Source: an optimization exercise on an open RTL-to-GDS flow (aim: small area and a short achievable clock period). Production flows keep margins and buffers that such runs may drop.
The RTL of this run was laid out without a check of its function.
Power figures rest on the tool's default switching activity, not on a simulated workload.

===== flow/config.mk =====
export PLATFORM = sky130hd
export DESIGN_NAME = filter
export DESIGN_NICKNAME = filter
export VERILOG_FILES = /design/flow/design.v
export SDC_FILE = /design/flow/constraint.sdc
export NUM_CORES = 4
export LEC_CHECK = 0
export CAP_MARGIN = 20
export CORE_MARGIN = 2
export CORE_UTILIZATION = 40
export CTS_BUF_LIST = sky130_fd_sc_hd__clkbuf_8 sky130_fd_sc_hd__clkbuf_16
export CTS_CLUSTER_DIAMETER = 100
export CTS_CLUSTER_SIZE = 20
export SLEW_MARGIN = 20

===== flow/constraint.sdc =====
create_clock -name core_clock -period 10.0 [get_ports {clk}]
set_input_delay 2.0000 -clock core_clock [delete_from_list [all_inputs] [get_ports {clk}]]
set_output_delay 2.0000 -clock core_clock [all_outputs]
set_load 0.01 [all_outputs]

===== flow/design.v =====
module multiply
  (
   input wire [15:0]  x,
   input wire [23:0]  d,    
   output wire [15:0] z0,
   output wire [15:0] z1,
   output wire        zg,
   output wire [3:0]  zl0,
   output wire [3:0]  zl1
   );
   wire [17:0] xs = {x[15], x, 1'b0};
   wire one0 = d[0], two0 = d[1], neg0 = d[2];
   wire [16:0] pp0 = (({17{one0}} & xs[17:1]) | ({17{two0}} & xs[16:0])) ^ {17{neg0}};
   wire one1 = d[3], two1 = d[4], neg1 = d[5];
   wire [16:0] pp1 = (({17{one1}} & xs[17:1]) | ({17{two1}} & xs[16:0])) ^ {17{neg1}};
   wire one2 = d[6], two2 = d[7], neg2 = d[8];
   wire [16:0] pp2 = (({17{one2}} & xs[17:1]) | ({17{two2}} & xs[16:0])) ^ {17{neg2}};
   wire one3 = d[9], two3 = d[10], neg3 = d[11];
   wire [16:0] pp3 = (({17{one3}} & xs[17:1]) | ({17{two3}} & xs[16:0])) ^ {17{neg3}};
   wire one4 = d[12], two4 = d[13], neg4 = d[14];
   wire [16:0] pp4 = (({17{one4}} & xs[17:1]) | ({17{two4}} & xs[16:0])) ^ {17{neg4}};
   wire one5 = d[15], two5 = d[16], neg5 = d[17];
   wire [16:0] pp5 = (({17{one5}} & xs[17:1]) | ({17{two5}} & xs[16:0])) ^ {17{neg5}};
   wire one6 = d[18], two6 = d[19], neg6 = d[20];
   wire [16:0] pp6 = (({17{one6}} & xs[17:1]) | ({17{two6}} & xs[16:0])) ^ {17{neg6}};
   wire one7 = d[21], two7 = d[22], neg7 = d[23];
   wire [16:0] pp7 = (({17{one7}} & xs[17:1]) | ({17{two7}} & xs[16:0])) ^ {17{neg7}};
   wire n0 = pp0[10] ^ pp1[8];
   wire n1 = pp0[10] & pp1[8];
   wire n2 = pp0[11] ^ pp1[9];
   wire n3 = pp0[11] & pp1[9];
   wire n4 = pp0[12] ^ pp1[10] ^ pp2[8];
   wire n5 = (pp0[12] & pp1[10]) | (pp0[12] & pp2[8]) | (pp1[10] & pp2[8]);
   wire n6 = pp3[6] ^ pp4[4];
   wire n7 = pp3[6] & pp4[4];
   wire n8 = pp0[13] ^ pp1[11] ^ pp2[9];
   wire n9 = (pp0[13] & pp1[11]) | (pp0[13] & pp2[9]) | (pp1[11] & pp2[9]);
   wire n10 = pp3[7] ^ pp4[5];
   wire n11 = pp3[7] & pp4[5];
   wire n12 = pp0[14] ^ pp1[12] ^ pp2[10];
   wire n13 = (pp0[14] & pp1[12]) | (pp0[14] & pp2[10]) | (pp1[12] & pp2[10]);
   wire n14 = pp3[8] ^ pp4[6] ^ pp5[4];
   wire n15 = (pp3[8] & pp4[6]) | (pp3[8] & pp5[4]) | (pp4[6] & pp5[4]);
   wire n16 = pp6[2] ^ pp7[0];
   wire n17 = pp6[2] & pp7[0];
   wire n18 = pp0[15] ^ pp1[13] ^ pp2[11];
   wire n19 = (pp0[15] & pp1[13]) | (pp0[15] & pp2[11]) | (pp1[13] & pp2[11]);
   wire n20 = pp3[9] ^ pp4[7] ^ pp5[5];
   wire n21 = (pp3[9] & pp4[7]) | (pp3[9] & pp5[5]) | (pp4[7] & pp5[5]);
   wire n22 = pp6[3] ^ pp7[1];
   wire n23 = pp6[3] & pp7[1];
   wire n24 = ~pp0[16] ^ pp1[14] ^ pp2[12];
   wire n25 = (~pp0[16] & pp1[14]) | (~pp0[16] & pp2[12]) | (pp1[14] & pp2[12]);
   wire n26 = pp3[10] ^ pp4[8] ^ pp5[6];
   wire n27 = (pp3[10] & pp4[8]) | (pp3[10] & pp5[6]) | (pp4[8] & pp5[6]);
   wire n28 = pp6[4] ^ pp7[2];
   wire n29 = pp6[4] & pp7[2];
   wire n30 = pp1[15] ^ pp2[13] ^ pp3[11];
   wire n31 = (pp1[15] & pp2[13]) | (pp1[15] & pp3[11]) | (pp2[13] & pp3[11]);
   wire n32 = pp4[9] ^ pp5[7] ^ pp6[5];
   wire n33 = (pp4[9] & pp5[7]) | (pp4[9] & pp6[5]) | (pp5[7] & pp6[5]);
   wire n34 = ~pp1[16] ^ pp2[14] ^ pp3[12];
   wire n35 = (~pp1[16] & pp2[14]) | (~pp1[16] & pp3[12]) | (pp2[14] & pp3[12]);
   wire n36 = pp4[10] ^ pp5[8];
   wire n37 = pp4[10] & pp5[8];
   wire n38 = pp2[15] ^ pp3[13] ^ pp4[11];
   wire n39 = (pp2[15] & pp3[13]) | (pp2[15] & pp4[11]) | (pp3[13] & pp4[11]);
   wire n40 = ~pp2[16] ^ pp3[14];
   wire n41 = ~pp2[16] & pp3[14];
   wire n42 = pp0[6] ^ pp1[4];
   wire n43 = pp0[6] & pp1[4];
   wire n44 = pp0[7] ^ pp1[5];
   wire n45 = pp0[7] & pp1[5];
   wire n46 = pp0[8] ^ pp1[6] ^ pp2[4];
   wire n47 = (pp0[8] & pp1[6]) | (pp0[8] & pp2[4]) | (pp1[6] & pp2[4]);
   wire n48 = pp3[2] ^ pp4[0];
   wire n49 = pp3[2] & pp4[0];
   wire n50 = pp0[9] ^ pp1[7] ^ pp2[5];
   wire n51 = (pp0[9] & pp1[7]) | (pp0[9] & pp2[5]) | (pp1[7] & pp2[5]);
   wire n52 = pp3[3] ^ pp4[1];
   wire n53 = pp3[3] & pp4[1];
   wire n54 = n0 ^ pp2[6] ^ pp3[4];
   wire n55 = (n0 & pp2[6]) | (n0 & pp3[4]) | (pp2[6] & pp3[4]);
   wire n56 = pp4[2] ^ pp5[0] ^ neg5;
   wire n57 = (pp4[2] & pp5[0]) | (pp4[2] & neg5) | (pp5[0] & neg5);
   wire n58 = n1 ^ n2 ^ pp2[7];
   wire n59 = (n1 & n2) | (n1 & pp2[7]) | (n2 & pp2[7]);
   wire n60 = pp3[5] ^ pp4[3] ^ pp5[1];
   wire n61 = (pp3[5] & pp4[3]) | (pp3[5] & pp5[1]) | (pp4[3] & pp5[1]);
   wire n62 = n3 ^ n4 ^ n6;
   wire n63 = (n3 & n4) | (n3 & n6) | (n4 & n6);
   wire n64 = pp5[2] ^ pp6[0] ^ neg6;
   wire n65 = (pp5[2] & pp6[0]) | (pp5[2] & neg6) | (pp6[0] & neg6);
   wire n66 = n5 ^ n7 ^ n8;
   wire n67 = (n5 & n7) | (n5 & n8) | (n7 & n8);
   wire n68 = n10 ^ pp5[3] ^ pp6[1];
   wire n69 = (n10 & pp5[3]) | (n10 & pp6[1]) | (pp5[3] & pp6[1]);
   wire n70 = n9 ^ n11 ^ n12;
   wire n71 = (n9 & n11) | (n9 & n12) | (n11 & n12);
   wire n72 = n14 ^ n16 ^ neg7;
   wire n73 = (n14 & n16) | (n14 & neg7) | (n16 & neg7);
   wire n74 = n13 ^ n15 ^ n17;
   wire n75 = (n13 & n15) | (n13 & n17) | (n15 & n17);
   wire n76 = n18 ^ n20 ^ n22;
   wire n77 = (n18 & n20) | (n18 & n22) | (n20 & n22);
   wire n78 = n19 ^ n21 ^ n23;
   wire n79 = (n19 & n21) | (n19 & n23) | (n21 & n23);
   wire n80 = n24 ^ n26 ^ n28;
   wire n81 = (n24 & n26) | (n24 & n28) | (n26 & n28);
   wire n82 = n25 ^ n27 ^ n29;
   wire n83 = (n25 & n27) | (n25 & n29) | (n27 & n29);
   wire n84 = n30 ^ n32 ^ pp7[3];
   wire n85 = (n30 & n32) | (n30 & pp7[3]) | (n32 & pp7[3]);
   wire n86 = n31 ^ n33 ^ n34;
   wire n87 = (n31 & n33) | (n31 & n34) | (n33 & n34);
   wire n88 = n36 ^ pp6[6] ^ pp7[4];
   wire n89 = (n36 & pp6[6]) | (n36 & pp7[4]) | (pp6[6] & pp7[4]);
   wire n90 = n35 ^ n37 ^ n38;
   wire n91 = (n35 & n37) | (n35 & n38) | (n37 & n38);
   wire n92 = pp5[9] ^ pp6[7] ^ pp7[5];
   wire n93 = (pp5[9] & pp6[7]) | (pp5[9] & pp7[5]) | (pp6[7] & pp7[5]);
   wire n94 = n39 ^ n40 ^ pp4[12];
   wire n95 = (n39 & n40) | (n39 & pp4[12]) | (n40 & pp4[12]);
   wire n96 = pp5[10] ^ pp6[8] ^ pp7[6];
   wire n97 = (pp5[10] & pp6[8]) | (pp5[10] & pp7[6]) | (pp6[8] & pp7[6]);
   wire n98 = n41 ^ pp3[15] ^ pp4[13];
   wire n99 = (n41 & pp3[15]) | (n41 & pp4[13]) | (pp3[15] & pp4[13]);
   wire n100 = pp5[11] ^ pp6[9] ^ pp7[7];
   wire n101 = (pp5[11] & pp6[9]) | (pp5[11] & pp7[7]) | (pp6[9] & pp7[7]);
   wire n102 = ~pp3[16] ^ pp4[14] ^ pp5[12];
   wire n103 = (~pp3[16] & pp4[14]) | (~pp3[16] & pp5[12]) | (pp4[14] & pp5[12]);
   wire n104 = pp6[10] ^ pp7[8];
   wire n105 = pp6[10] & pp7[8];
   wire n106 = pp4[15] ^ pp5[13] ^ pp6[11];
   wire n107 = (pp4[15] & pp5[13]) | (pp4[15] & pp6[11]) | (pp5[13] & pp6[11]);
   wire n108 = ~pp4[16] ^ pp5[14];
   wire n109 = ~pp4[16] & pp5[14];
   wire n110 = pp0[4] ^ pp1[2];
   wire n111 = pp0[4] & pp1[2];
   wire n112 = pp0[5] ^ pp1[3];
   wire n113 = pp0[5] & pp1[3];
   wire n114 = n42 ^ pp2[2] ^ pp3[0];
   wire n115 = (n42 & pp2[2]) | (n42 & pp3[0]) | (pp2[2] & pp3[0]);
   wire n116 = n43 ^ n44 ^ pp2[3];
   wire n117 = (n43 & n44) | (n43 & pp2[3]) | (n44 & pp2[3]);
   wire n118 = n45 ^ n46 ^ n48;
   wire n119 = (n45 & n46) | (n45 & n48) | (n46 & n48);
   wire n120 = n47 ^ n49 ^ n50;
   wire n121 = (n47 & n49) | (n47 & n50) | (n49 & n50);
   wire n122 = n51 ^ n53 ^ n54;
   wire n123 = (n51 & n53) | (n51 & n54) | (n53 & n54);
   wire n124 = n55 ^ n57 ^ n58;
   wire n125 = (n55 & n57) | (n55 & n58) | (n57 & n58);
   wire n126 = n59 ^ n61 ^ n62;
   wire n127 = (n59 & n61) | (n59 & n62) | (n61 & n62);
   wire n128 = n63 ^ n65 ^ n66;
   wire n129 = (n63 & n65) | (n63 & n66) | (n65 & n66);
   wire n130 = n67 ^ n69 ^ n70;
   wire n131 = (n67 & n69) | (n67 & n70) | (n69 & n70);
   wire n132 = n71 ^ n73 ^ n74;
   wire n133 = (n71 & n73) | (n71 & n74) | (n73 & n74);
   wire n134 = n75 ^ n77 ^ n78;
   wire n135 = (n75 & n77) | (n75 & n78) | (n77 & n78);
   wire n136 = n79 ^ n81 ^ n82;
   wire n137 = (n79 & n81) | (n79 & n82) | (n81 & n82);
   wire n138 = n83 ^ n85 ^ n86;
   wire n139 = (n83 & n85) | (n83 & n86) | (n85 & n86);
   wire n140 = n87 ^ n89 ^ n90;
   wire n141 = (n87 & n89) | (n87 & n90) | (n89 & n90);
   wire n142 = n91 ^ n93 ^ n94;
   wire n143 = (n91 & n93) | (n91 & n94) | (n93 & n94);
   wire n144 = n95 ^ n97 ^ n98;
   wire n145 = (n95 & n97) | (n95 & n98) | (n97 & n98);
   wire n146 = n99 ^ n101 ^ n102;
   wire n147 = (n99 & n101) | (n99 & n102) | (n101 & n102);
   wire n148 = n103 ^ n105 ^ n106;
   wire n149 = (n103 & n105) | (n103 & n106) | (n105 & n106);
   wire n150 = n107 ^ n108 ^ pp6[12];
   wire n151 = (n107 & n108) | (n107 & pp6[12]) | (n108 & pp6[12]);
   wire n152 = n109 ^ pp5[15] ^ pp6[13];
   wire n153 = (n109 & pp5[15]) | (n109 & pp6[13]) | (pp5[15] & pp6[13]);
   wire n154 = ~pp5[16] ^ pp6[14];
   wire n155 = ~pp5[16] & pp6[14];
   wire n156 = pp0[2] ^ pp1[0];
   wire n157 = pp0[2] & pp1[0];
   wire n158 = pp0[3] ^ pp1[1];
   wire n159 = pp0[3] & pp1[1];
   wire n160 = n110 ^ pp2[0] ^ neg2;
   wire n161 = (n110 & pp2[0]) | (n110 & neg2) | (pp2[0] & neg2);
   wire n162 = n111 ^ n112 ^ pp2[1];
   wire n163 = (n111 & n112) | (n111 & pp2[1]) | (n112 & pp2[1]);
   wire n164 = n113 ^ n114 ^ neg3;
   wire n165 = (n113 & n114) | (n113 & neg3) | (n114 & neg3);
   wire n166 = n115 ^ n116 ^ pp3[1];
   wire n167 = (n115 & n116) | (n115 & pp3[1]) | (n116 & pp3[1]);
   wire n168 = n117 ^ n118 ^ neg4;
   wire n169 = (n117 & n118) | (n117 & neg4) | (n118 & neg4);
   wire n170 = n119 ^ n120 ^ n52;
   wire n171 = (n119 & n120) | (n119 & n52) | (n120 & n52);
   wire n172 = n121 ^ n122 ^ n56;
   wire n173 = (n121 & n122) | (n121 & n56) | (n122 & n56);
   wire n174 = n123 ^ n124 ^ n60;
   wire n175 = (n123 & n124) | (n123 & n60) | (n124 & n60);
   wire n176 = n125 ^ n126 ^ n64;
   wire n177 = (n125 & n126) | (n125 & n64) | (n126 & n64);
   wire n178 = n127 ^ n128 ^ n68;
   wire n179 = (n127 & n128) | (n127 & n68) | (n128 & n68);
   wire n180 = n129 ^ n130 ^ n72;
   wire n181 = (n129 & n130) | (n129 & n72) | (n130 & n72);
   wire n182 = n131 ^ n132 ^ n76;
   wire n183 = (n131 & n132) | (n131 & n76) | (n132 & n76);
   wire n184 = n133 ^ n134 ^ n80;
   wire n185 = (n133 & n134) | (n133 & n80) | (n134 & n80);
   wire n186 = n135 ^ n136 ^ n84;
   wire n187 = (n135 & n136) | (n135 & n84) | (n136 & n84);
   wire n188 = n137 ^ n138 ^ n88;
   wire n189 = (n137 & n138) | (n137 & n88) | (n138 & n88);
   wire n190 = n139 ^ n140 ^ n92;
   wire n191 = (n139 & n140) | (n139 & n92) | (n140 & n92);
   wire n192 = n141 ^ n142 ^ n96;
   wire n193 = (n141 & n142) | (n141 & n96) | (n142 & n96);
   wire n194 = n143 ^ n144 ^ n100;
   wire n195 = (n143 & n144) | (n143 & n100) | (n144 & n100);
   wire n196 = n145 ^ n146 ^ n104;
   wire n197 = (n145 & n146) | (n145 & n104) | (n146 & n104);
   wire n198 = n147 ^ n148 ^ pp7[9];
   wire n199 = (n147 & n148) | (n147 & pp7[9]) | (n148 & pp7[9]);
   wire n200 = n149 ^ n150 ^ pp7[10];
   wire n201 = (n149 & n150) | (n149 & pp7[10]) | (n150 & pp7[10]);
   wire n202 = n151 ^ n152 ^ pp7[11];
   wire n203 = (n151 & n152) | (n151 & pp7[11]) | (n152 & pp7[11]);
   wire n204 = n153 ^ n154 ^ pp7[12];
   wire n205 = (n153 & n154) | (n153 & pp7[12]) | (n154 & pp7[12]);
   wire n206 = n155 ^ pp6[15] ^ pp7[13];
   wire n207 = (n155 & pp6[15]) | (n155 & pp7[13]) | (pp6[15] & pp7[13]);
   wire n208 = ~pp6[16] ^ pp7[14];
   wire n209 = ~pp6[16] & pp7[14];
   wire n210 = pp0[0] & neg0;
   wire n211 = pp0[0] | neg0;
   wire n212 = n156 & neg1;
   wire n213 = n156 | neg1;
   wire n214 = n157 & n158;
   wire n215 = n157 | n158;
   wire n216 = n159 & n160;
   wire n217 = n159 | n160;
   wire n218 = n161 & n162;
   wire n219 = n161 | n162;
   wire n220 = n163 & n164;
   wire n221 = n163 | n164;
   wire n222 = n165 & n166;
   wire n223 = n165 | n166;
   wire n224 = n167 & n168;
   wire n225 = n167 | n168;
   wire n226 = n169 & n170;
   wire n227 = n169 | n170;
   wire n228 = n171 & n172;
   wire n229 = n171 | n172;
   wire n230 = pp0[1] & n210;
   wire n231 = pp0[1] & n211;
   wire n232 = n216 | (n217 & n214);
   wire n233 = n217 & n215;
   wire n234 = n232 | (n233 & n212);
   wire n235 = n233 & n213;
   wire n236 = n234 | (n235 & n230);
   wire n237 = n235 & n231;
   wire n238 = n222 | (n223 & n220);
   wire n239 = n223 & n221;
   wire n240 = n238 | (n239 & n218);
   wire n241 = n239 & n219;
   wire n242 = n228 | (n229 & n226);
   wire n243 = n229 & n227;
   wire n244 = n242 | (n243 & n224);
   wire n245 = n243 & n225;
   wire n246 = n244 | (n245 & n240);
   wire n247 = n245 & n241;
   wire n248 = n246 | (n247 & n236);
   wire n249 = n247 & n237;
   assign zg = n248;
   assign zl0 = {n179, n177, n175, n173};
   assign zl1 = {n180, n178, n176, n174};
   assign z0 = {~pp7[16], n209, n207, n205, n203, n201, n199, n197, n195, n193, n191, n189, n187, n185, n183, n181};
   assign z1 = {1'b0, pp7[15], n208, n206, n204, n202, n200, n198, n196, n194, n192, n190, n188, n186, n184, n182};
endmodule
module recode
  (
   input wire [15:0]  y,
   output wire [23:0] d
   );
   wire [16:0] yy = {y, 1'b0};
   genvar j;
   generate
      for (j = 0; j < 8; j = j + 1) begin: dig
         wire b2 = yy[2*j+2], b1 = yy[2*j+1], b0 = yy[2*j];
         assign d[3*j]   = b1 ^ b0;
         assign d[3*j+1] = (b2 & ~b1 & ~b0) | (~b2 & b1 & b0);
         assign d[3*j+2] = b2 & ~(b1 & b0);
      end
   endgenerate
endmodule
module summult
  (
   input wire         clk,
   input wire         first,
   input wire [15:0]  a0,
   input wire [15:0]  a1,
   input wire         ag,
   input wire [3:0]  al0,
   input wire [3:0]  al1,
   input wire [15:0]  b0,
   input wire [15:0]  b1,
   input wire         bg,
   input wire [3:0]  bl0,
   input wire [3:0]  bl1,
   output reg [15:0]  sum
   );
   reg [15:0] acc0, acc1;
   wire [15:0] q0 = first ? 16'hAAB0 : acc0;
   wire [15:0] q1 = first ? 16'h0000 : acc1;
   wire s0 = al0[0] & al1[0];
   wire s1 = al0[0] | al1[0];
   wire s2 = al0[1] & al1[1];
   wire s3 = al0[1] | al1[1];
   wire s4 = al0[2] & al1[2];
   wire s5 = al0[2] | al1[2];
   wire s6 = al0[3] & al1[3];
   wire s7 = al0[3] | al1[3];
   wire s8 = s0 | (s1 & ag);
   wire s9 = s6 | (s7 & s4);
   wire s10 = s7 & s5;
   wire s11 = s9 | (s10 & s2);
   wire s12 = s10 & s3;
   wire s13 = s11 | (s12 & s8);
   wire s14 = bl0[0] & bl1[0];
   wire s15 = bl0[0] | bl1[0];
   wire s16 = bl0[1] & bl1[1];
   wire s17 = bl0[1] | bl1[1];
   wire s18 = bl0[2] & bl1[2];
   wire s19 = bl0[2] | bl1[2];
   wire s20 = bl0[3] & bl1[3];
   wire s21 = bl0[3] | bl1[3];
   wire s22 = s14 | (s15 & bg);
   wire s23 = s20 | (s21 & s18);
   wire s24 = s21 & s19;
   wire s25 = s23 | (s24 & s16);
   wire s26 = s24 & s17;
   wire s27 = s25 | (s26 & s22);
   wire s28 = q0[0] ^ q1[0] ^ a0[0];
   wire s29 = (q0[0] & q1[0]) | (q0[0] & a0[0]) | (q1[0] & a0[0]);
   wire s30 = q0[1] ^ q1[1];
   wire s31 = q0[1] & q1[1];
   wire s32 = q0[2] ^ q1[2];
   wire s33 = q0[2] & q1[2];
   wire s34 = q0[3] ^ q1[3];
   wire s35 = q0[3] & q1[3];
   wire s36 = q0[4] ^ q1[4];
   wire s37 = q0[4] & q1[4];
   wire s38 = q0[5] ^ q1[5];
   wire s39 = q0[5] & q1[5];
   wire s40 = q0[6] ^ q1[6];
   wire s41 = q0[6] & q1[6];
   wire s42 = q0[7] ^ q1[7];
   wire s43 = q0[7] & q1[7];
   wire s44 = q0[8] ^ q1[8];
   wire s45 = q0[8] & q1[8];
   wire s46 = q0[9] ^ q1[9];
   wire s47 = q0[9] & q1[9];
   wire s48 = q0[10] ^ q1[10];
   wire s49 = q0[10] & q1[10];
   wire s50 = q0[11] ^ q1[11];
   wire s51 = q0[11] & q1[11];
   wire s52 = q0[12] ^ q1[12];
   wire s53 = q0[12] & q1[12];
   wire s54 = q0[13] ^ q1[13];
   wire s55 = q0[13] & q1[13];
   wire s56 = q0[14] ^ q1[14];
   wire s57 = q0[14] & q1[14];
   wire s58 = q0[15] ^ q1[15];
   wire s59 = q0[15] & q1[15];
   wire s60 = s28 ^ a1[0] ^ b0[0];
   wire s61 = (s28 & a1[0]) | (s28 & b0[0]) | (a1[0] & b0[0]);
   wire s62 = s29 ^ s30 ^ a0[1];
   wire s63 = (s29 & s30) | (s29 & a0[1]) | (s30 & a0[1]);
   wire s64 = a1[1] ^ b0[1];
   wire s65 = a1[1] & b0[1];
   wire s66 = s31 ^ s32 ^ a0[2];
   wire s67 = (s31 & s32) | (s31 & a0[2]) | (s32 & a0[2]);
   wire s68 = a1[2] ^ b0[2] ^ b1[2];
   wire s69 = (a1[2] & b0[2]) | (a1[2] & b1[2]) | (b0[2] & b1[2]);
   wire s70 = s33 ^ s34 ^ a0[3];
   wire s71 = (s33 & s34) | (s33 & a0[3]) | (s34 & a0[3]);
   wire s72 = a1[3] ^ b0[3] ^ b1[3];
   wire s73 = (a1[3] & b0[3]) | (a1[3] & b1[3]) | (b0[3] & b1[3]);
   wire s74 = s35 ^ s36 ^ a0[4];
   wire s75 = (s35 & s36) | (s35 & a0[4]) | (s36 & a0[4]);
   wire s76 = a1[4] ^ b0[4] ^ b1[4];
   wire s77 = (a1[4] & b0[4]) | (a1[4] & b1[4]) | (b0[4] & b1[4]);
   wire s78 = s37 ^ s38 ^ a0[5];
   wire s79 = (s37 & s38) | (s37 & a0[5]) | (s38 & a0[5]);
   wire s80 = a1[5] ^ b0[5] ^ b1[5];
   wire s81 = (a1[5] & b0[5]) | (a1[5] & b1[5]) | (b0[5] & b1[5]);
   wire s82 = s39 ^ s40 ^ a0[6];
   wire s83 = (s39 & s40) | (s39 & a0[6]) | (s40 & a0[6]);
   wire s84 = a1[6] ^ b0[6] ^ b1[6];
   wire s85 = (a1[6] & b0[6]) | (a1[6] & b1[6]) | (b0[6] & b1[6]);
   wire s86 = s41 ^ s42 ^ a0[7];
   wire s87 = (s41 & s42) | (s41 & a0[7]) | (s42 & a0[7]);
   wire s88 = a1[7] ^ b0[7] ^ b1[7];
   wire s89 = (a1[7] & b0[7]) | (a1[7] & b1[7]) | (b0[7] & b1[7]);
   wire s90 = s43 ^ s44 ^ a0[8];
   wire s91 = (s43 & s44) | (s43 & a0[8]) | (s44 & a0[8]);
   wire s92 = a1[8] ^ b0[8] ^ b1[8];
   wire s93 = (a1[8] & b0[8]) | (a1[8] & b1[8]) | (b0[8] & b1[8]);
   wire s94 = s45 ^ s46 ^ a0[9];
   wire s95 = (s45 & s46) | (s45 & a0[9]) | (s46 & a0[9]);
   wire s96 = a1[9] ^ b0[9] ^ b1[9];
   wire s97 = (a1[9] & b0[9]) | (a1[9] & b1[9]) | (b0[9] & b1[9]);
   wire s98 = s47 ^ s48 ^ a0[10];
   wire s99 = (s47 & s48) | (s47 & a0[10]) | (s48 & a0[10]);
   wire s100 = a1[10] ^ b0[10] ^ b1[10];
   wire s101 = (a1[10] & b0[10]) | (a1[10] & b1[10]) | (b0[10] & b1[10]);
   wire s102 = s49 ^ s50 ^ a0[11];
   wire s103 = (s49 & s50) | (s49 & a0[11]) | (s50 & a0[11]);
   wire s104 = a1[11] ^ b0[11] ^ b1[11];
   wire s105 = (a1[11] & b0[11]) | (a1[11] & b1[11]) | (b0[11] & b1[11]);
   wire s106 = s51 ^ s52 ^ a0[12];
   wire s107 = (s51 & s52) | (s51 & a0[12]) | (s52 & a0[12]);
   wire s108 = a1[12] ^ b0[12] ^ b1[12];
   wire s109 = (a1[12] & b0[12]) | (a1[12] & b1[12]) | (b0[12] & b1[12]);
   wire s110 = s53 ^ s54 ^ a0[13];
   wire s111 = (s53 & s54) | (s53 & a0[13]) | (s54 & a0[13]);
   wire s112 = a1[13] ^ b0[13] ^ b1[13];
   wire s113 = (a1[13] & b0[13]) | (a1[13] & b1[13]) | (b0[13] & b1[13]);
   wire s114 = s55 ^ s56 ^ a0[14];
   wire s115 = (s55 & s56) | (s55 & a0[14]) | (s56 & a0[14]);
   wire s116 = a1[14] ^ b0[14] ^ b1[14];
   wire s117 = (a1[14] & b0[14]) | (a1[14] & b1[14]) | (b0[14] & b1[14]);
   wire s118 = s57 ^ s58 ^ a0[15];
   wire s119 = (s57 & s58) | (s57 & a0[15]) | (s58 & a0[15]);
   wire s120 = a1[15] ^ b0[15] ^ b1[15];
   wire s121 = (a1[15] & b0[15]) | (a1[15] & b1[15]) | (b0[15] & b1[15]);
   wire s122 = s60 ^ b1[0];
   wire s123 = s60 & b1[0];
   wire s124 = s61 ^ s62 ^ s64;
   wire s125 = (s61 & s62) | (s61 & s64) | (s62 & s64);
   wire s126 = s63 ^ s65 ^ s66;
   wire s127 = (s63 & s65) | (s63 & s66) | (s65 & s66);
   wire s128 = s67 ^ s69 ^ s70;
   wire s129 = (s67 & s69) | (s67 & s70) | (s69 & s70);
   wire s130 = s71 ^ s73 ^ s74;
   wire s131 = (s71 & s73) | (s71 & s74) | (s73 & s74);
   wire s132 = s75 ^ s77 ^ s78;
   wire s133 = (s75 & s77) | (s75 & s78) | (s77 & s78);
   wire s134 = s79 ^ s81 ^ s82;
   wire s135 = (s79 & s81) | (s79 & s82) | (s81 & s82);
   wire s136 = s83 ^ s85 ^ s86;
   wire s137 = (s83 & s85) | (s83 & s86) | (s85 & s86);
   wire s138 = s87 ^ s89 ^ s90;
   wire s139 = (s87 & s89) | (s87 & s90) | (s89 & s90);
   wire s140 = s91 ^ s93 ^ s94;
   wire s141 = (s91 & s93) | (s91 & s94) | (s93 & s94);
   wire s142 = s95 ^ s97 ^ s98;
   wire s143 = (s95 & s97) | (s95 & s98) | (s97 & s98);
   wire s144 = s99 ^ s101 ^ s102;
   wire s145 = (s99 & s101) | (s99 & s102) | (s101 & s102);
   wire s146 = s103 ^ s105 ^ s106;
   wire s147 = (s103 & s105) | (s103 & s106) | (s105 & s106);
   wire s148 = s107 ^ s109 ^ s110;
   wire s149 = (s107 & s109) | (s107 & s110) | (s109 & s110);
   wire s150 = s111 ^ s113 ^ s114;
   wire s151 = (s111 & s113) | (s111 & s114) | (s113 & s114);
   wire s152 = s115 ^ s117 ^ s118;
   wire s153 = (s115 & s117) | (s115 & s118) | (s117 & s118);
   wire s154 = s122 ^ s13;
   wire s155 = s122 & s13;
   wire s156 = s123 ^ s124 ^ b1[1];
   wire s157 = (s123 & s124) | (s123 & b1[1]) | (s124 & b1[1]);
   wire s158 = s125 ^ s126 ^ s68;
   wire s159 = (s125 & s126) | (s125 & s68) | (s126 & s68);
   wire s160 = s127 ^ s128 ^ s72;
   wire s161 = (s127 & s128) | (s127 & s72) | (s128 & s72);
   wire s162 = s129 ^ s130 ^ s76;
   wire s163 = (s129 & s130) | (s129 & s76) | (s130 & s76);
   wire s164 = s131 ^ s132 ^ s80;
   wire s165 = (s131 & s132) | (s131 & s80) | (s132 & s80);
   wire s166 = s133 ^ s134 ^ s84;
   wire s167 = (s133 & s134) | (s133 & s84) | (s134 & s84);
   wire s168 = s135 ^ s136 ^ s88;
   wire s169 = (s135 & s136) | (s135 & s88) | (s136 & s88);
   wire s170 = s137 ^ s138 ^ s92;
   wire s171 = (s137 & s138) | (s137 & s92) | (s138 & s92);
   wire s172 = s139 ^ s140 ^ s96;
   wire s173 = (s139 & s140) | (s139 & s96) | (s140 & s96);
   wire s174 = s141 ^ s142 ^ s100;
   wire s175 = (s141 & s142) | (s141 & s100) | (s142 & s100);
   wire s176 = s143 ^ s144 ^ s104;
   wire s177 = (s143 & s144) | (s143 & s104) | (s144 & s104);
   wire s178 = s145 ^ s146 ^ s108;
   wire s179 = (s145 & s146) | (s145 & s108) | (s146 & s108);
   wire s180 = s147 ^ s148 ^ s112;
   wire s181 = (s147 & s148) | (s147 & s112) | (s148 & s112);
   wire s182 = s149 ^ s150 ^ s116;
   wire s183 = (s149 & s150) | (s149 & s116) | (s150 & s116);
   wire s184 = s151 ^ s152 ^ s120;
   wire s185 = (s151 & s152) | (s151 & s120) | (s152 & s120);
   wire [15:0] r0 = {s183, s181, s179, s177, s175, s173, s171, s169, s167, s165, s163, s161, s159, s157, s155, s154};
   wire [15:0] r1 = {s184, s182, s180, s178, s176, s174, s172, s170, s168, s166, s164, s162, s160, s158, s156, s27};
   always @(posedge clk) begin
      acc0 <= r0;
      acc1 <= r1;
      sum <= acc0 + acc1;
   end
endmodule
module filter
  #(
    parameter WIDTH = 32,
    parameter MWIDTH = 1,
    parameter FLTLEN = 8,
    parameter ID = 123
    )
   (
    input wire                   clk,
    input wire                   rst_n,
    input wire [WIDTH-1:0]       in_data,
    input wire                   in_nd,
    input wire [MWIDTH-1:0]      in_m,
    input wire [32-1:0]  in_msg,
    input wire                   in_msg_nd,
    output wire [WIDTH-1:0]      out_data,
    output wire                  out_nd,
    output wire [MWIDTH-1:0]     out_m,
    output wire                  error
    );
   integer j;
   reg [1:0] g;
   always @(posedge clk)
     if (!rst_n)
       g <= 2'd0;
     else
       g <= g + 2'd1;
   wire last = (g == 2'd3);
   reg [2:0]   which_pos;
   reg         setting_taps;
   reg         tap_set_error;
   assign error = tap_set_error;
   wire hdr    = in_msg[32-1];
   wire our_id = (in_msg[16:7] == ID);
   always @(posedge clk)
     if (!rst_n) begin
        setting_taps <= 1'b0;
        tap_set_error <= 1'b0;
     end else if (in_msg_nd) begin
        if (hdr) begin
           if (setting_taps)
             tap_set_error <= 1'b1;
           if (our_id) begin
              which_pos <= 3'd0;
              setting_taps <= 1'b1;
           end
        end else if (setting_taps) begin
           if (which_pos == 3'd7) begin
              which_pos <= 3'd0;
              setting_taps <= 1'b0;
           end else
             which_pos <= which_pos + 3'd1;
        end
     end
   reg [15:0]  tr [0:7];
   reg [7:0]   tv;
   wire [2:0]  wslot = which_pos - {g, 1'b0} - 3'd2;
   wire        twr = in_msg_nd & setting_taps;
   reg [15:0]  tr_d [0:7];
   reg [7:0]   tv_d;
   always @* begin
      for (j = 0; j < 8; j = j + 1) begin
         tr_d[j] = (twr && wslot == j) ? in_msg[15:0] : tr[(j+2)%8];
         tv_d[j] = rst_n & ((twr && wslot == j) | tv[(j+2)%8]);
      end
   end
   always @(posedge clk)
     for (j = 0; j < 8; j = j + 1)
       tr[j] <= tr_d[j];
   always @(posedge clk)
     tv <= tv_d;
   reg [31:0]  inbuf;
   reg         mbuf;
   reg         pending;
   always @(posedge clk)
     if (in_nd) begin
        inbuf <= in_data;
        mbuf <= in_m;
     end
   always @(posedge clk)
     if (!rst_n)
       pending <= 1'b0;
     else
       pending <= in_nd | (pending & ~last);
   wire ins = pending & last;
   reg [31:0]  hr [0:7];
   reg [7:0]   hv;
   always @(posedge clk)
     if (ins) begin
        hr[0] <= inbuf;
        for (j = 1; j < 8; j = j + 1)
          hr[j] <= hr[(j+1)%8];
     end else
       for (j = 0; j < 8; j = j + 1)
         hr[j] <= hr[(j+2)%8];
   wire [7:0]  hv_d = !rst_n ? 8'd0 :
                      ins ? ({hv[0], hv[7:1]} | 8'd1) : {hv[1:0], hv[7:2]};
   always @(posedge clk)
     hv <= hv_d;
   reg [6:0]   q;
   always @(posedge clk)
     if (!rst_n)
       q <= 7'd0;
     else
       q <= {q[5:0], ins};
   assign out_nd = q[6];
   reg mframe, mout;
   always @(posedge clk)
     if (last) begin
        mout <= mframe;
        if (pending)
          mframe <= mbuf;
     end
   assign out_m = mout;
   wire [15:0] ta_d = tr[2] & {16{tv[2] & hv_d[0]}};
   wire [15:0] tb_d = tr[3] & {16{tv[3] & hv_d[1]}};
   wire [23:0] da_d, db_d;
   recode rca (.y(ta_d), .d(da_d));
   recode rcb (.y(tb_d), .d(db_d));
   reg [23:0]  da, db;
   always @(posedge clk) begin
      da <= da_d;
      db <= db_d;
   end
   localparam K = 10;             
   localparam W = 14 - K;
   wire [15:0]  ra0, ra1, rb0, rb1, ia0, ia1, ib0, ib1;
   wire         rag, rbg, iag, ibg;
   wire [W-1:0] ral0, ral1, rbl0, rbl1, ial0, ial1, ibl0, ibl1;
   multiply mra (.x(hr[0][31:16]), .d(da), .z0(ra0), .z1(ra1), .zg(rag), .zl0(ral0), .zl1(ral1));
   multiply mrb (.x(hr[1][31:16]), .d(db), .z0(rb0), .z1(rb1), .zg(rbg), .zl0(rbl0), .zl1(rbl1));
   multiply mia (.x(hr[0][15:0]),  .d(da), .z0(ia0), .z1(ia1), .zg(iag), .zl0(ial0), .zl1(ial1));
   multiply mib (.x(hr[1][15:0]),  .d(db), .z0(ib0), .z1(ib1), .zg(ibg), .zl0(ibl0), .zl1(ibl1));
   reg [15:0]  pra0, pra1, prb0, prb1, pia0, pia1, pib0, pib1;
   reg         prag, prbg, piag, pibg;
   reg [W-1:0] pral0, pral1, prbl0, prbl1, pial0, pial1, pibl0, pibl1;
   always @(posedge clk) begin
      pra0 <= ra0; pra1 <= ra1; prag <= rag; pral0 <= ral0; pral1 <= ral1;
      prb0 <= rb0; prb1 <= rb1; prbg <= rbg; prbl0 <= rbl0; prbl1 <= rbl1;
      pia0 <= ia0; pia1 <= ia1; piag <= iag; pial0 <= ial0; pial1 <= ial1;
      pib0 <= ib0; pib1 <= ib1; pibg <= ibg; pibl0 <= ibl0; pibl1 <= ibl1;
   end
   wire [15:0] acc_re, acc_im;
   summult sre (.clk(clk), .first(q[1]),
                .a0(pra0), .a1(pra1), .ag(prag), .al0(pral0), .al1(pral1),
                .b0(prb0), .b1(prb1), .bg(prbg), .bl0(prbl0), .bl1(prbl1),
                .sum(acc_re));
   summult sim (.clk(clk), .first(q[1]),
                .a0(pia0), .a1(pia1), .ag(piag), .al0(pial0), .al1(pial1),
                .b0(pib0), .b1(pib1), .bg(pibg), .bl0(pibl0), .bl1(pibl1),
                .sum(acc_im));
   assign out_data = {acc_re, acc_im};
endmodule

===== flow/flow/run.sh =====
#!/bin/bash
# The standard layout with two changes in how it is made:
#  - after the standard synthesis, flow/fapol.py chooses the polarity of each
#    full-adder cell so that fewer inverters are needed (registers and their
#    names are untouched; the netlist computes the same function);
#  - timing repair aims past the 10 ns constraint, and the ports are buffered
#    with buf_2 cells.
# Each step's output goes to a log file of its own here (and ORFS's own logs
# stay under orfs/logs/).
set -euo pipefail
R=orfs/results/sky130hd/filter/base
bash standard.sh synth > make_synth.log 2>&1
cp $R/1_2_yosys.v $R/1_2_yosys_std.v
python3 flow/fapol.py $R/1_2_yosys_std.v $R/1_2_yosys.v > fapol.log 2>&1
rm -f $R/1_synth.odb
bash standard.sh SETUP_SLACK_MARGIN=6.7 "BUFFER_PORTS_ARGS=-buffer_cell sky130_fd_sc_hd__buf_2" finish > make_finish.log 2>&1

===== flow/flow/fapol.py =====
#!/usr/bin/env python3
"""Full-adder polarity clean-up on a Yosys gate netlist (sky130hd).

A full adder is self-dual: FA(~a, ~b, ~c) = (~sum, ~cout). Yosys's
extract_fa leaves many inverters between full adders. This pass chooses,
for each fa cell, whether it computes its true or its complemented outputs
(by taking the complements of all three inputs), so that fewer inverters are
needed, and writes the netlist back with the inverters that the choice needs.
Registers and all other cells are kept as they are, with their names; every
net that is kept carries the same function as before.

Usage: fapol.py IN.v OUT.v
"""
import re, sys
from collections import defaultdict

INV = {"sky130_fd_sc_hd__inv_1", "sky130_fd_sc_hd__inv_2"}
FA = "sky130_fd_sc_hd__fa_1"
OUTPINS = {"X", "Y", "Q", "Q_N", "SUM", "COUT", "HI", "LO"}

cell_re = re.compile(r'^[ \t]*(sky130_fd_sc_hd__\w+)\s+(\S+)\s*\((.*?)\);[ \t]*\n', re.S | re.M)
pin_re = re.compile(r'\.(\w+)\(\s*(.*?)\s*\)\s*(?:,|$)', re.S)


def main(inp, outp):
    txt = open(inp).read()
    cells = []
    for m in cell_re.finditer(txt):
        typ, name, body = m.group(1), m.group(2), m.group(3)
        pins = {}
        for pm in pin_re.finditer(body.strip()):
            pins[pm.group(1)] = pm.group(2).strip()
        cells.append({"typ": typ, "name": name, "pins": pins, "span": m.span()})
    rest = cell_re.sub("", txt)
    if re.search(r'\bassign\b', rest):
        raise SystemExit("fapol: netlist has assign statements; not handled")
    if len(re.findall(r'\bmodule\b', txt)) != 1:
        raise SystemExit("fapol: expected exactly one module")
    hdr = re.search(r'module\s+\S+\s*\((.*?)\);', txt, re.S)
    ports = set(p.strip() for p in hdr.group(1).split(','))

    def is_port(n):
        return n.split('[')[0].strip() in ports

    # the cells must sit together, with nothing else between them
    body_start = cells[0]["span"][0]
    body_end = cells[-1]["span"][1]
    between = txt[body_start:body_end]
    if cell_re.sub("", between).strip():
        raise SystemExit("fapol: unexpected text between cells")

    driver = {}
    for i, c in enumerate(cells):
        for p, n in c["pins"].items():
            if n and p in OUTPINS:
                if n in driver:
                    raise SystemExit(f"fapol: net {n} has two drivers")
                driver[n] = (i, p)

    # removable inverters: out net -> in net
    inv_of = {}
    for i, c in enumerate(cells):
        if c["typ"] in INV and not is_port(c["pins"]["Y"]):
            c["removable"] = True
            inv_of[c["pins"]["Y"]] = c["pins"]["A"]

    def base(n):
        pol = 0
        while n in inv_of:
            n = inv_of[n]
            pol ^= 1
        return n, pol

    fas = [i for i, c in enumerate(cells) if c["typ"] == FA
           and not any(is_port(c["pins"][p]) for p in ("SUM", "COUT"))]
    fa_set = set(fas)
    flip = defaultdict(int)

    # consumers of each base signal: (polarity wanted, cell index)
    req = defaultdict(list)
    for i, c in enumerate(cells):
        if c.get("removable"):
            continue
        for p, n in c["pins"].items():
            if p in OUTPINS or not n:
                continue
            b, pol = base(n)
            req[b].append((pol, i))

    def prod(b):
        d = driver.get(b)
        return flip[d[0]] if d is not None and d[0] in fa_set else 0

    def cost_of(b):
        pp = prod(b)
        for pol, i in req.get(b, []):
            if pol ^ flip[i] != pp:
                return 1
        return 0

    def fa_signals(i):
        c = cells[i]
        return {base(c["pins"][p])[0] for p in ("A", "B", "CIN")} | \
               {c["pins"][p] for p in ("SUM", "COUT")}

    allb = set(req) | set(driver)
    before = sum(cost_of(b) for b in allb)
    for _ in range(30):
        improved = False
        for i in fas:
            sig = fa_signals(i)
            c0 = sum(cost_of(b) for b in sig)
            flip[i] ^= 1
            if sum(cost_of(b) for b in sig) < c0:
                improved = True
            else:
                flip[i] ^= 1
        if not improved:
            break
    after = sum(cost_of(b) for b in allb)
    nflip = sum(flip[i] for i in fas)
    print(f"fapol: inverters {before} -> {after}; {nflip} of {len(fas)} fa cells complemented",
          file=sys.stderr)
    if outp is None:
        return

    # net names: polarity 0 of b keeps the name b; polarity 1 reuses the
    # name of an old inverter output of b if there is one
    inv_names = defaultdict(list)
    for n in inv_of:
        b, pol = base(n)
        if pol == 1:
            inv_names[b].append(n)
    wires = []
    cnt = [0]

    def fresh():
        cnt[0] += 1
        n = f"_fapol{cnt[0]}_"
        wires.append(n)
        return n

    names = {}

    def name_for(b, pol):
        if (b, pol) not in names:
            if pol == 0:
                names[(b, pol)] = b
            elif inv_names[b]:
                names[(b, pol)] = inv_names[b][0]
            else:
                names[(b, pol)] = fresh()
        return names[(b, pol)]

    made = set()
    newcells = []

    def net_at(b, want):
        pp = prod(b)
        if want != pp and (b, want) not in made:
            made.add((b, want))
            cnt[0] += 1
            newcells.append(("sky130_fd_sc_hd__inv_1", f"_fapolinv{cnt[0]}_",
                             {"A": name_for(b, pp), "Y": name_for(b, want)}))
        return name_for(b, want)

    out_cells = []
    for i, c in enumerate(cells):
        if c.get("removable"):
            continue
        f = flip[i]
        pins = {}
        for p, n in c["pins"].items():
            if not n:
                pins[p] = n
            elif p in OUTPINS:
                pins[p] = name_for(n, f)
            else:
                b, pol = base(n)
                pins[p] = net_at(b, pol ^ f)
        out_cells.append((c["typ"], c["name"], pins))

    head = txt[:body_start]
    tail = txt[body_end:]
    decl = "".join(f"  wire {w};\n" for w in wires)
    lines = []
    for typ, name, pins in out_cells + newcells:
        ps = ",\n".join(f"    .{p}({n} )" for p, n in pins.items())
        lines.append(f"  {typ} {name} (\n{ps}\n  );\n")
    open(outp, "w").write(head + decl + "".join(lines) + tail)


if __name__ == "__main__":
    main(sys.argv[1], sys.argv[2] if len(sys.argv) > 2 else None)

===== flow/standard.sh =====
#!/bin/bash
# synth_recipe.tcl (not shown) runs the flow's synth.tcl, then flattens the netlist and writes it again
# the make line also repeats each setting of config.mk as NAME=value (left out here)
make -C /OpenROAD-flow-scripts/flow DESIGN_CONFIG=/design/flow/config.mk WORK_HOME=/design/flow/orfs CLKGATE_MAP_FILE= SYNTH_SCRIPT=/design/flow/synth_recipe.tcl "${@:-finish}"

==> out/metrics.yaml <==
global_routing:
  grt_max_degree: 108
  grt_pass1_vias: 31600
  gr-total-overflow: 0
  grt_usage_pct: 20.6
  antenna_found_initial: 5
  grt_pass1_wl_mm: 187
sta:
  grt_setup_unrepaired: "yes"
  finalSetupTns_ns: 0
  worstMarginPinSlew_ns: 1.03
  period_share_pct: 34.2
  slew_headroom_pct: 31.3
  finClkSkew_ns: 0.0305
  setup_violations: 0
  fin_crit_ns: 3.42
  whs_ns: 0.416
  slew_violations: 0
  worst_slack_ns: 6.58
  fmax_mhz: 293
  hold_viol_final: 0
cts:
  cts_max_path_buffers: 3
  clock-sinks: 754
  cts_buffers: 49
  clk_latency_ns: 0.67
  ctsHoldBuffers: 0
  clk_pin_slew_ns: 0.08
  htreeDepth: 2
  cts_root_buf: "clkbuf_16"
  cts_tree: "done"
die:
  initial_core_util_pct: 40.2
  die_x_um: 339
  core_area_sq_um: 112000
  dieArea_sq_um: 115000
  die_h_um: 339
  row_count: 123
  io_pins: 104
critical_path:
  r2r_setup_slack_ns: 6.58
  required_ns: 10.59
  rr_worst_depth: 13
  rr_endpoint: "piag$_DFF_P_"
  end_kind: "register"
  arrival_ns: 4.01
  r2r-start: "da[0]$_DFF_P_"
  crit_type: "register to register"
  crit_path_max_fanout: 17
  cp-start-kind: "register"
power_and_ir_drop:
  leakagePower_nw: 21.5
  pwr_density_cell_nw_per_um2: 146
  max-vdd-ir-drop_v: 0.000123
drt:
  num_vias: 31100
  final_antenna_net_count: 0
  drt_iter0_drc: 2778
  drc: 0
  vias_per_cell: 5.27
  routed_wl_mm: 119
  wire_per_inst_um: 20.2
  drt_pass1_iterations: 6
logic_synthesis:
  synth_cells: 4475
  syn_area_sq_um: 45000
  synth_nets: 5150
  synth_area_per_cell_sq_um: 10.1
  yosys_warnings: 8
flow_run:
  cap_violations: 0
layout:
  fin_util_pct: 44.5
  multiInputGateArea_sq_um: 27400
  layout.nets: 5057
  final_area_sq_um: 49800
  drive_above_1_share_pct: 13.3
  syn_to_final_growth_pct: 10.8
  nFillCells: 10600
  final_common_cell: "nand2_1"
  layout_common_cells: "nand2_1, dfxtp_1, a22oi_1"
  ff_latch_area_sq_um: 15600
place:
  place_congestion: 0.854
  placed_cell_area_sq_um: 46500
  place_ws_ns: 5.64
  port_buffers: 89
  dp_hpwl_mm: 76.6
min_path:
  worstHoldEndpoint: "hr[1][4]$_DFF_P_"
  holdPathStages: 2
  hold_path.class: "register to register"
  hold_start: "hr[3][4]$_DFF_P_"
outcome:
  outcome: "finished clean"
## worst max-delay path by stage
| stage | from | endpoint | slack, ns | cells after the start |
|---|---|---|---|---|
| 3_3_place_gp | da[11]$_DFF_P_ | prag$_DFF_P_ | 5.63 | 9 |
| 3_5_place_dp | da[11]$_DFF_P_ | prag$_DFF_P_ | 5.64 | 9 |
| 2_1_floorplan | da[6]$_DFF_P_ | prag$_DFF_P_ | 6.61 | 13 |
| 6_report | da[0]$_DFF_P_ | piag$_DFF_P_ | 6.58 | 13 |
| 5_1_grt | hr[0][21]$_DFF_P_ | prag$_DFF_P_ | 6.44 | 11 |
| 4_1_cts | hr[0][19]$_DFF_P_ | prag$_DFF_P_ | 6.55 | 12 |
## registers in the layout, indices dropped and copies added (netlist names), 7 cells and up
signal / count
pia1: 15
db: 24
hr: 256
pib1: 15
pra1: 15
prb1: 15
sim.acc1: 16
hv: 8
tv: 8
sre.acc1: 16
q: 7
sim.acc0: 16
sim.sum: 16
prb0: 16
sre.acc0: 16
pra0: 16
tr: 128
pib0: 16
inbuf: 32
pia0: 16
sre.sum: 16
da: 24
## routing by layer
layer  global-route usage (%)  vias up  routed length (um)  part of all wire, %
li1                         -    14400                   -                    -
met4                     9.06        6                6250                  5.2
met5                        0        -                  27                0.023
met2                     32.0     1215               51900                   44
met3                     3.66      265                9160                  7.7
met1                     28.1    15200               52000                   44
## report_power, final
| group | switching, W | internal [W] | leakage, nW | total [W] |
|---|---|---|---|---|
| Clock | 0.00112 | 0.000947 | 0.768 | 0.00207 |
| Combinational | 0.000803 | 0.000694 | 14.5 | 0.00150 |
| Sequential | 0.000268 | 0.00342 | 6.25 | 0.00369 |
| Total | 0.00219 | 0.00506 | 21.5 | 0.00725 |
## area by class of cell
class	count	share of cell area (%)
multi-input combinational	3101	55.0
sequential	754	31.4
timing repair buffer	240	4.99
tap	1500	3.77
clock buffer	49	2.46
inverter	236	1.87
clock inverter	26	0.522
antenna	1	0.00502
## critical path, stage by stage (launching register included)
cell and delay [ns]:
dfxtp_2 0.39, buf_12 0.17, a22oi_2 0.07, xnor2_1 0.13
ha_1 0.32, fa_1 0.46, fa_1 0.54, nand2b_4 0.15
o211ai_1 0.09, nor4_1 0.34, o21ai_1 0.14, and3_1 0.16
o211ai_1 0.18, maj3_2 0.21
## metrics by stage
step           total power (W)  cells
3_3_place_gp           0.00520   5765
6_report               0.00725   5907
4_1_cts                0.00735   5884
2_1_floorplan          0.00478   4475
5_1_grt                0.00773   5906
3_5_place_dp           0.00524   5765
## repair_timing
action                     4_1_cts  5_1_grt
gates cloned                    11        3
buffers inserted                33       19
resized for setup              177      112
setup endpoints to repair      109       46
pin swaps                       19       67

==> separate check: timing with driven ports <==
Ports are ideal in the flow. The routed layout listed here was re-timed in OpenROAD. Step 1 sets driving cells, clkbuf_16 on the clock port and buf_2 on the other inputs (assumed; they add their load-dependent delay and slew). Step 2 times the ports against the registers' clock, not the clock port: input delays grow and output delays shrink by t, the midpoint of the rising clock arrivals with the driver on. Slacks: no drivers / after step 1 / after step 2; pairs: no drivers / after step 1.
t (ns): 0.718
slack for setup (ns): 6.584 / 6.584 / 6.241
worst setup path after step 2: input to register
clock arrival spread, ns: 0.041 / 0.041
worst register clock-pin slew, ns: 0.09 / 0.09
After both steps setup and hold are still met in this run. The setup slack of this run moves by 0.000 ns with the drivers and by -0.343 ns with both steps.
